Source: an optimization exercise on an open RTL-to-GDS flow (aim: small area, a short achievable clock period and few clock cycles). Production flows keep margins and buffers that such runs may drop.
At most, simulation tests tie the RTL to the original design; equivalence was not proved.

Setup of tundra:
// conv
module conv #(parameter AW = 5, parameter DB = 10) (
  input         clk,
  input         rst_n,
  input  [7:0]  ifmap_data,
  output        ifmap_rdy,
  input         ifmap_vld,
  input  [7:0]  weight_data,
  output        weight_rdy,
  input         weight_vld,
  output [31:0] ofmap_data,
  input         ofmap_rdy,
  output        ofmap_vld,
  input  [15:0] config_data,
  output        config_rdy,
  input         config_vld
);
clock: 16.0 ns
lec_check: 0
cap_margin: 20
core_margin: 2
core_utilization: 65
cts_cluster_diameter: 70
cts_cluster_size: 16
place_density: 0.8
slew_margin: 20
standard.sh (not shown) runs the stock make flow with config.mk's settings and CLKGATE_MAP_FILE= SYNTH_SCRIPT=/design/flow/synth_recipe.tcl, a recipe that flattens the netlist after the stock synthesis.
==> flow/flow/run.sh <==
#!/bin/bash
# Layout flow: the standard synthesis and ORFS layout, with the post-placement
# timing repair (repair_timing) asked to leave a larger setup margin, so that it
# keeps optimising paths well below the 16 ns clock. The SDC and the clock period
# are the design's own; only the optimisation target of the repair changes.
set -euo pipefail
MARGIN=${MARGIN:-11.5}
# 1. Standard synthesis, unchanged.
bash standard.sh synth > synth.log 2>&1
# 2. Floorplan to final layout with the same ORFS make command, plus the margin.
MAKECMD=$(grep '^make ' standard.sh | sed 's/"\${@:-finish}"//')
eval "$MAKECMD SETUP_SLACK_MARGIN=$MARGIN SKIP_GATE_CLONING=1 finish" > layout.log 2>&1
# 3. Write out/final.def (targets are up to date, so make does nothing here).
bash standard.sh finish > def.log 2>&1
The flow did not stop early for tundra: all stages ran, and the layout cleared the timing, DRC and antenna checks.
Testbench counts of tundra, summed over its fixed seeds: cycles 19,358.
The following lists how raven was set up differently from tundra:
--- a/flow/design.v
+++ b/flow/design.v
@@ -398,21 +398,21 @@
   wire t320 = (t284 & t285) | (t284 & t249) | (t285 & t249);
   wire t321 = t286 ^ t287 ^ t253;
   wire t322 = (t286 & t287) | (t286 & t253) | (t287 & t253);
   wire t323 = t288 ^ t289 ^ t257;
   wire t324 = (t288 & t289) | (t288 & t257) | (t289 & t257);
   wire t325 = t290 ^ t291 ^ 1'b1;
   wire t326 = (t290 & t291) | (t290 & 1'b1) | (t291 & 1'b1);
   assign s = {1'b1, 1'b1, 1'b1, t326, t324, t322, t320, t318, t316, t314, t312, t310, t308, t306, t304, t302, t300, t298, t296, t294, t293};
   assign c = {1'b0, 1'b0, 1'b0, t292, t325, t323, t321, t319, t317, t315, t313, t311, t309, t307, t305, t303, t301, t299, t297, t295, e3[2]};
 endmodule
-module conv #(parameter AW = 5, parameter DB = 10) (
+module conv #(parameter AW = 5, parameter DB = 11) (
   input         clk,
   input         rst_n,
   input  [7:0]  ifmap_data,
   output        ifmap_rdy,
   input         ifmap_vld,
   input  [7:0]  weight_data,
   output        weight_rdy,
   input         weight_vld,
   output [31:0] ofmap_data,
   input         ofmap_rdy,
@@ -598,21 +598,22 @@
     if (!rst_n) wcnt <= 5'd0;
     else        wcnt <= take ? {4'd0, w_take} : wcnt + {4'd0, w_take};
   end
   reg [3:0] wp;          
   reg [1:0] dq;          
   reg [4:0] nal;         
   reg [4:0] nav;         
   wire      pdone;       
   wire avail = (cpar ^ rpar) | ({1'b0, rel} < cw);
   wire dok   = (nal != DB);
-  wire issue = (~s0 | ws_full) & (~rl | (avail & (~lb | dok)));
+  reg  [3:0] hph;       
+  wire issue = (s == hph + 4'd2) & (~s0 | ws_full) & (~rl | (avail & (~lb | dok)));
   assign take = issue & s0;
   wire [4:0]    pstep = oxl ? d_rowstep : {3'd0, c_s};
   wire [AW-1:0] rtb_n = rtb + d_z;
   always @(posedge clk) begin
     if (!rst_n) begin
       s <= 4'd0; s0 <= 1'b1; pend <= 1'b0; rl <= 1'b1; ox <= 4'd0; oxl <= 1'b0;
       fx <= 2'd0; fy <= 2'd0; ic1 <= 2'd0; oc1 <= 8'd0;
       fxl <= 1'b0; fyl <= 1'b0; icl <= 1'b0; ocl <= 1'b0; fb <= 1'b1;
       rel <= 5'd0; bo <= 5'd0; bb <= 0; rtb <= 0;
       rpar <= 1'b0;
@@ -665,62 +666,63 @@
         pend <= (s == 4'd14);
         rl   <= rl & (s != c_pm1);
         if (rl) begin
           ox   <= oxl ? 4'd0 : ox + 4'd1;
           oxl  <= oxl ? d_ox1 : (ox + 4'd1 == c_oxm1);
           rel  <= rel + pstep;
         end
       end
     end
   end
+  always @(posedge clk) begin
+    if (!rst_n) hph <= 4'd0;
+    else        hph <= hph + 4'd1;
+  end
   reg  [31:0]   rd_oh;       
   wire [AW-1:0] rd_nx = !issue ? rd :
                         !pend  ? (rl ? rd + pstep : rd) :
                         lb     ? (ocl ? rtb_n : rtb) : bb + bstep;
   always @(posedge clk) begin
     if (!rst_n) begin
       rd    <= 0;
       rd_oh <= 32'd1;
     end else if (!st_r) begin
       rd    <= rd_nx;
       for (i = 0; i < 32; i = i + 1) rd_oh[i] <= (rd_nx == i);
     end
   end
-  reg        t1_v, t1_first, t1_final, t1_real, t1_end;
+  reg        t1_v, t1_first, t1_final, t1_real;
   reg [47:0] x_r;           
   reg        t2_v, t2_final, t2_real;
-  reg        t2_zero;       
   reg [20:0] cs_s [0:3];    
   reg [20:0] cs_c [0:3];
   wire [31:0] x_t [0:32];
   assign x_t[0] = 32'd0;
   generate
     for (g = 0; g < 32; g = g + 1) begin : rdw
       assign x_t[g+1] = x_t[g] | ({32{rd_oh[g]}} & {ib[4*g+3], ib[4*g+2], ib[4*g+1], ib[4*g]});
     end
   endgenerate
   wire [31:0] x_w = x_t[32];
   wire [47:0] x_e;
   generate
     for (g = 0; g < 4; g = g + 1) begin : xe
       benc8 enc (.w(x_w[g*8 +: 8]), .e(x_e[g*12 +: 12]));
     end
   endgenerate
   always @(posedge clk) begin
     t1_first <= fb;
     t1_final <= lb;
     t1_real  <= rl;
-    t1_end   <= pend;
-    x_r      <= x_e;
+    x_r      <= issue ? x_e : 48'd0;    
     t2_final <= t1_final;
     t2_real  <= t1_real;
-    t2_zero  <= t1_end ? t1_final : t1_first;
     if (!rst_n) begin
       t1_v <= 1'b0;
       t2_v <= 1'b0;
     end else begin
       t1_v <= issue;
       t2_v <= t1_v;
     end
   end
   generate
     for (h = 0; h < 4; h = h + 1) begin : mo
@@ -737,26 +739,23 @@
     end
   endgenerate
   reg  [83:0] ch [0:15];
   wire [83:0] acc_n;
   generate
     for (g = 0; g < 4; g = g + 1) begin : acc
       assign acc_n[g*21 +: 21] = ch[0][g*21 +: 21] + cs_s[g] + cs_c[g];
     end
   endgenerate
   always @(posedge clk) begin
-    if (t2_v) begin
-      for (i = 1; i < 15; i = i + 1) ch[i] <= ch[i+1];
-      ch[15] <= acc_n;
-    end
-    if (!rst_n)    ch[0] <= 84'd0;
-    else if (t2_v) ch[0] <= t2_zero ? 84'd0 : ch[1];
+    for (i = 1; i < 15; i = i + 1) ch[i] <= ch[i+1];
+    ch[15] <= acc_n;
+    ch[0]  <= (t1_v & t1_first) ? 84'd0 : ch[1];
   end
   reg [83:0] db [0:DB-1];
   reg        navnz;      
   reg        dwr;        
   reg [20:0] oq [0:1];   
   reg [1:0]  qn;         
   reg        qw, qh;     
   reg [20:0] o_p;        
   reg        o_s, o_t;   
   reg        ov;         
==> summary.txt <==
- Compared with tundra, raven shows a higher global-route usage.
- Changes observed in raven relative to tundra: sequential cell count increased about 2.2%, sum of routed wire length over all layers now smaller.
- Compared with tundra, raven shows a wire length per cell after detailed routing that is 0.65% lower.
- raven ended up with o_s as its first element of the critical path; tundra ended up with o_t.
- The final reports for raven and tundra show clock-buffer cell count lower in the former.
- The higher cell area after layout came out of tundra.
- Summary of raven over tundra: slack of the critical path climbed 0.032 ns.
- Going from tundra to raven, fill cell total of the finished layout fell by 538, critical path depth saw a decrease.
Testbench counts of raven, summed over its fixed seeds: cycles 19,816.

conv, a different RTL version from the one above (not shown whole).
Size in the first run: about 11000 cells after synthesis, roughly 4100 flip-flops, roughly 160000 um^2 of cells after synthesis.
// conv
module conv #(parameter AW = 5, parameter DB = 10) (
  input         clk,
  input         rst_n,
  input  [7:0]  ifmap_data,
  output        ifmap_rdy,
  input         ifmap_vld,
  input  [7:0]  weight_data,
  output        weight_rdy,
  input         weight_vld,
  output [31:0] ofmap_data,
  input         ofmap_rdy,
  output        ofmap_vld,
  input  [15:0] config_data,
  output        config_rdy,
  input         config_vld
);
==> flow/config.mk <==
export PLATFORM = sky130hd
export DESIGN_NAME = conv
export DESIGN_NICKNAME = conv
export VERILOG_FILES = /design/flow/design.v
export SDC_FILE = /design/flow/constraint.sdc
export NUM_CORES = 8
export LEC_CHECK = 0
export CAP_MARGIN = 20
export CORE_MARGIN = 2
export CORE_UTILIZATION = 65
export CTS_CLUSTER_DIAMETER = 100
export CTS_CLUSTER_SIZE = 24
export PLACE_DENSITY = 0.8
export SLEW_MARGIN = 20
==> flow/constraint.sdc <==
create_clock -name core_clock -period 16.0 [get_ports {clk}]
set_input_delay 3.2000 -clock core_clock [delete_from_list [all_inputs] [get_ports {clk}]]
set_output_delay 3.2000 -clock core_clock [all_outputs]
set_load 0.01 [all_outputs]
Scripts as last shown in full above: flow/flow/run.sh
The first run completed with no timing, DRC or antenna violations.
Testbench counts at the start, summed over its fixed seeds: cycles 19,176.
Edit:
--- a/flow/design.v
+++ b/flow/design.v
@@ -677,16 +677,17 @@
           oxl  <= oxl ? d_ox1 : (ox + 4'd1 == c_oxm1);
           rel  <= rel + pstep;
         end
       end
     end
   end
   always @(posedge clk) begin
-    if (!rst_n) hph <= 4'd0;
-    else        hph <= hph + 4'd1;
+    if (!rst_n)    hph <= 4'd0;
+    else if (st_r) hph <= 4'd14;    
+    else           hph <= hph + 4'd1;
   end
   always @(posedge clk) begin
     if (!rst_n) begin
       evp <= 1'b0;
       evs <= 4'd0;
     end else if ((issue & need_ev) | fl_issue) begin
       evs <= evs + 4'd1;
After rerunning: Wire length hardly moves. Hold slack is better by 25 ps. Via count stays flat. Core utilization is higher by 0.11 points. Final area stays flat. Die area stays flat. Maximum frequency is about the same.
Testbench counts after the change, summed over its fixed seeds: cycles 19,064.

Another version of the RTL of conv (not shown whole).
Size: roughly 74 I/O pins, ~170000 sq um of cells after synthesis.
clock: 16.0 ns
lec_check: 0
cap_margin: 20
core_margin: 2
core_utilization: 65
cts_cluster_diameter: 80
cts_cluster_size: 20
place_density: 0.8
slew_margin: 20
Scripts as last shown in full above: flow/flow/run.sh
Next try:
--- a/flow/design.v
+++ b/flow/design.v
@@ -759,52 +759,62 @@
       ch[15] <= acc_n;
     end
     if (!rst_n)    ch[0] <= 88'd0;
     else if (t2_v) ch[0] <= t2_zero ? 88'd0 : ch[1];
   end
   reg [87:0] db [0:DB-1];
-  reg [21:0] o_r;        
-  reg [21:0] o_p;        
-  reg        ov;
   reg        navnz;      
   reg        dwr;        
+  reg [21:0] oq [0:1];   
+  reg [1:0]  qn;         
+  reg        qw, qh;     
+  reg [21:0] o_p;        
+  reg        ov;         
   wire       alloc = issue & lb & rl;
   wire [87:0] dpix = db[rp];
   wire [21:0] dval = dpix[dq*22 +: 22];
-  wire       otake = navnz & (~ov | ofmap_rdy);
-  assign pdone = otake & (dq == 2'd3);
+  wire       push  = navnz & ~qn[1];
+  wire       pop   = ov & ofmap_rdy;
+  assign pdone = push & (dq == 2'd3);
   wire [4:0] nal_a = nal + {4'd0, alloc};
   wire [4:0] nav_a = nav + {4'd0, dwr};
   wire [4:0] nal_d = nal_a - 5'd1;
   wire [4:0] nav_d = nav_a - 5'd1;
   wire [3:0] rp_i  = (rp == DB - 1) ? 4'd0 : rp + 4'd1;
+  wire [21:0] hd_pop  = qn[1] ? oq[~qh] : dval;           
+  wire [21:0] hd_stay = (qn != 2'd0) ? oq[qh] : dval;     
+  wire [1:0] qn_a = qn + {1'b0, push};
   always @(posedge clk) begin
     if (dwr) db[wp] <= ch[15];
-    if (otake) o_r <= dval;
-    o_p <= otake ? dval : o_r;
+    if (push) oq[qw] <= dval;
+    o_p <= pop ? hd_pop : hd_stay;
     if (!rst_n) begin
       dwr   <= 1'b0;
       wp    <= 4'd0;
       rp    <= 4'd0;
       dq    <= 2'd0;
       nal   <= 5'd0;
       nav   <= 5'd0;
       navnz <= 1'b0;
+      qn    <= 2'd0;
+      qw    <= 1'b0;
+      qh    <= 1'b0;
       ov    <= 1'b0;
     end else begin
       dwr <= t2_v & t2_final & t2_real;
       if (dwr) wp <= (wp == DB - 1) ? 4'd0 : wp + 4'd1;
       if (pdone) rp <= rp_i;
+      if (push) begin
+        dq <= dq + 2'd1;
+        qw <= ~qw;
+      end
       nal   <= pdone ? nal_d : nal_a;
       nav   <= pdone ? nav_d : nav_a;
       navnz <= pdone ? (nav_d != 5'd0) : (nav_a != 5'd0);
-      if (otake) begin
-        ov <= 1'b1;
-        dq <= dq + 2'd1;
-      end else if (ofmap_rdy) begin
-        ov <= 1'b0;
-      end
+      if (pop) qh <= ~qh;
+      qn <= pop ? qn_a - 2'd1 : qn_a;
+      ov <= pop ? (qn_a != 2'd1) : (qn_a != 2'd0);
     end
   end
   assign ofmap_vld  = ov;
   assign ofmap_data = {{10{o_p[21]}}, o_p};
 endmodule
Outcome:
- This time the run reached the layout checks and failed them: antenna rules
- cell count rose by 2.0%
- synthesized area climbs by 1.4%
- die area rose by 1.4%
- design area came out higher by 1.8%
- wire length went up by 5.1%
- fmax grows by 4.8%
- setup slack is better by 0.23 ns
Function was not checked in any run of this note: the RTL went through the layout flow alone.

re-timing with driven ports:
Ports are ideal in the flow. The routed layouts listed here were re-timed in OpenROAD. Step 1, drivers: a clkbuf_16 drives clk and a buf_2 each remaining input, both assumed. Step 2 times the ports against the registers' clock, not the clock port: input delays grow and output delays shrink by t, the midpoint of the rising clock arrivals with the driver on. a / b / c = ideal / step 1 / step 2; a / b = the first two.
| run | t (ns) | setup slack, ns | worst register clock-pin slew, ns | worst slew at a driven data input, ns |
|---|---|---|---|---|
| tundra | 0.972 | 11.298 / 11.206 / 10.680 | 0.09 / 0.09 | 0.28 |
| raven | 1.056 | 11.330 / 11.231 / 10.573 | 0.08 / 0.08 | 0.21 |
| the first run of note 2 | 0.990 | 11.365 / 11.275 / 10.670 | 0.11 / 0.11 | 0.09 |
| the second run of note 2 | 0.979 | 11.364 / 11.274 / 10.775 | 0.11 / 0.11 | 0.08 |
| the first run of note 3 | 1.033 | 10.985 / 10.886 / 10.588 | 0.09 / 0.09 | 0.06 |
| the second run of note 3 | 1.036 | 11.216 / 11.114 / 10.585 | 0.12 / 0.12 | 0.10 |
For raven, which loses most, drivers alone change the setup slack by -0.099 ns; drivers and shift together by -0.757 ns.
